This design comes from an exercise in tuning for small area and a short achievable clock period on the open sky130 flow, not from production work.
In this exercise RTL edits were held to simulation tests only and were not proved equivalent to the original.
No driver is modelled on the clock port, so clock power and skew are understated where the tree is cut down; a real chip needs a root buffer or a tree.
Power figures rest on the tool's default switching activity, not on a simulated workload.

// mini_cnn
module mini_cnn (
    input         clk,
    input         reset,
    input  [7:0]  pxl_in,
    input  [7:0]  k00, k01, k02,
    input  [7:0]  k10, k11, k12,
    input  [7:0]  k20, k21, k22,
    input  [15:0] w0, w1, w2, w3,
    input  [15:0] bias,
    output [15:0] pool_out,
    output [15:0] fc_out,
    output reg    out_valid
);
    reg [4:0] ph;       
    reg       full;     
    always @(posedge clk or posedge reset) begin
        if (reset) begin
            ph <= 5'd24;
            full <= 1'b0;
            out_valid <= 1'b0;
        end else begin
            ph <= (ph == 5'd24) ? 5'd0 : ph + 5'd1;
            if (ph == 5'd23) full <= 1'b1;
            out_valid <= full & ((ph == 5'd0) | (ph == 5'd12));
        end
    end
    reg [5:0] tsel;    
    reg [2:0] bsel;    
    always @(*) begin
        case (ph)
            5'd0: begin tsel = 6'b010000; bsel = 3'b010; end
            5'd1: begin tsel = 6'b010000; bsel = 3'b100; end
            5'd2: begin tsel = 6'b010000; bsel = 3'b001; end
            5'd3: begin tsel = 6'b010000; bsel = 3'b010; end
            5'd4: begin tsel = 6'b010000; bsel = 3'b100; end
            5'd5: begin tsel = 6'b100000; bsel = 3'b001; end
            5'd6: begin tsel = 6'b100000; bsel = 3'b010; end
            5'd7: begin tsel = 6'b100000; bsel = 3'b100; end
            5'd8: begin tsel = 6'b000000; bsel = 3'b000; end
            5'd9: begin tsel = 6'b000001; bsel = 3'b001; end
            5'd10: begin tsel = 6'b000001; bsel = 3'b010; end
            5'd11: begin tsel = 6'b000001; bsel = 3'b100; end
            5'd12: begin tsel = 6'b000010; bsel = 3'b001; end
            5'd13: begin tsel = 6'b000010; bsel = 3'b010; end
            5'd14: begin tsel = 6'b000010; bsel = 3'b100; end
            5'd15: begin tsel = 6'b000100; bsel = 3'b001; end
            5'd16: begin tsel = 6'b000100; bsel = 3'b010; end
            5'd17: begin tsel = 6'b000100; bsel = 3'b100; end
            5'd18: begin tsel = 6'b000100; bsel = 3'b001; end
  ...
For scale: about 1,700 cells after synthesis, roughly 200 I/O pins, ~18,000 µm² of cells after synthesis.
export LEC_CHECK = 0
export CAP_MARGIN = 50
export CORE_MARGIN = 2
export CORE_UTILIZATION = 65
export CTS_BUF_LIST = sky130_fd_sc_hd__clkbuf_8 sky130_fd_sc_hd__clkbuf_16
export CTS_CLUSTER_DIAMETER = 60
export CTS_CLUSTER_SIZE = 30
export SLEW_MARGIN = 70
export SYNTH_HIERARCHICAL = 1
export SYNTH_MINIMUM_KEEP_SIZE = 0
create_clock -name core_clock -period 13.0 [get_ports {clk}]
standard.sh (not shown) runs the stock make flow with config.mk's settings and CLKGATE_MAP_FILE= SYNTH_SCRIPT=/design/flow/synth_recipe.tcl, a recipe that flattens the netlist after the stock synthesis.
==> flow/flow/run.sh <==
#!/bin/bash
# The standard ORFS layout with three changes:
#  - port buffers are the smallest buffer (buf_1),
#  - clock tree synthesis without dummy loads,
#  - after clock tree synthesis the tree's root buffer is removed, so the clock
#    port drives the tree's two first-level buffers directly (flow/noroot.tcl).
# Each tool's output goes to its own log here.
set -uo pipefail
bash standard.sh synth > synth.log 2>&1 || exit 1
CTS="-sink_clustering_enable -repair_clock_nets -sink_clustering_size 30 -sink_clustering_max_diameter 60"
CTS="$CTS -buf_list {sky130_fd_sc_hd__clkbuf_8 sky130_fd_sc_hd__clkbuf_16} -dont_use_dummy_load"
bash standard.sh "BUFFER_PORTS_ARGS=-buffer_cell sky130_fd_sc_hd__buf_1" \
  "CTS_ARGS=$CTS" "POST_CTS_TCL=$PWD/flow/noroot.tcl" finish > layout.log 2>&1 || exit 1
==> flow/flow/noroot.tcl <==
# Drop the clock tree's root buffer: the clock port then drives the tree's
# first-level buffers (two of them) directly.
set block [ord::get_db_block]
set clk [[$block findBTerm clk] getNet]
set roots {}
foreach it [$clk getITerms] { if {[$it isInputSignal]} { lappend roots [$it getInst] } }
if {[llength $roots] == 1} {
  set root [lindex $roots 0]
  set rn [[$root findITerm X] getNet]
  set loads {}
  foreach it [$rn getITerms] { if {[$it isInputSignal]} { lappend loads $it } }
  if {[llength $loads] <= 4} {
    foreach it $loads { $it disconnect; $it connect $clk }
    [$root findITerm A] disconnect
    odb::dbInst_destroy $root
    odb::dbNet_destroy $rn
    puts "noroot: removed [$root getName], clock port now drives [llength $loads] buffers"
  }
}
The baseline finished with timing, DRC and antenna clean.
==> next run, changes <==
--- a/flow/flow/run.sh
+++ b/flow/flow/run.sh
@@ -4,5 +4,6 @@
 #  - clock tree synthesis without dummy loads,
 #  - after clock tree synthesis the tree's root buffer is removed, so the clock
-#    port drives the tree's two first-level buffers directly (flow/noroot.tcl).
+#    port drives the tree's two first-level buffers directly (flow/noroot.tcl),
+#    and the multiplier operand flops get drive strength 2 (flow/upsize.tcl).
 # Each tool's output goes to its own log here.
 set -uo pipefail
@@ -11,3 +12,3 @@
 CTS="$CTS -buf_list {sky130_fd_sc_hd__clkbuf_8 sky130_fd_sc_hd__clkbuf_16} -dont_use_dummy_load"
 bash standard.sh "BUFFER_PORTS_ARGS=-buffer_cell sky130_fd_sc_hd__buf_1" \
-  "CTS_ARGS=$CTS" "POST_CTS_TCL=$PWD/flow/noroot.tcl" finish > layout.log 2>&1 || exit 1
+  "CTS_ARGS=$CTS" "POST_CTS_TCL=$PWD/flow/post_cts.tcl" finish > layout.log 2>&1 || exit 1
==> flow/flow/post_cts.tcl (new file) <==
# Run after clock tree synthesis (ORFS POST_CTS_TCL hook).
set here [file dirname [info script]]
source $here/noroot.tcl
source $here/upsize.tcl
==> flow/flow/upsize.tcl (new file) <==
set n 0
foreach c [get_cells -quiet {pa* ka*}] {
  if {[get_property [get_lib_cells -of_objects $c] name] eq "sky130_fd_sc_hd__dfxtp_1"} {
    replace_cell $c sky130_fd_sc_hd__dfxtp_2
    incr n
  }
}
puts "upsize: $n stage-A flops to dfxtp_2"
if {$n > 0} {
  detailed_placement
  estimate_parasitics -placement
}
CAP_MARGIN = 20   (was 50)
SLEW_MARGIN = 40   (was 70)
Effect: Setup slack gets worse by 0.011 ns. Critical path depth stays the same. Routed wire length barely changes. Power stays flat. Global-route usage grows by 0.21 points. Core utilization decreases by 0.48 points. Non-clock buffer count is lower by 11.

==> static timing again, ports no longer ideal <==
Ports are ideal in the flow. The routed layouts listed here were re-timed in OpenROAD. Step 1 sets driving cells, clkbuf_16 on the clock port and buf_2 on the other inputs (assumed; they add their load-dependent delay and slew). Step 2, shift: input delay + t, output delay - t, t = (earliest + latest rising clock arrival at the registers) / 2. This alone moves slack from input paths to output paths. Three values: ideal ports, drivers, drivers and shift; two values: the first two.
run | t, ns | slack for setup (ns) | worst setup path after step 2 | worst slew at a driven data input, ns | pins driven straight from the clock port
the first run | 0.473 | 9.427 / 9.359 / 9.155 | input to register | 0.08 | 2
the second run | 0.468 | 9.416 / 9.351 / 9.058 | input to register | 0.09 | 2
After both steps every run listed still meets setup and hold. For the second run, which loses most, drivers alone change the setup slack by -0.065 ns; drivers and shift together by -0.358 ns.
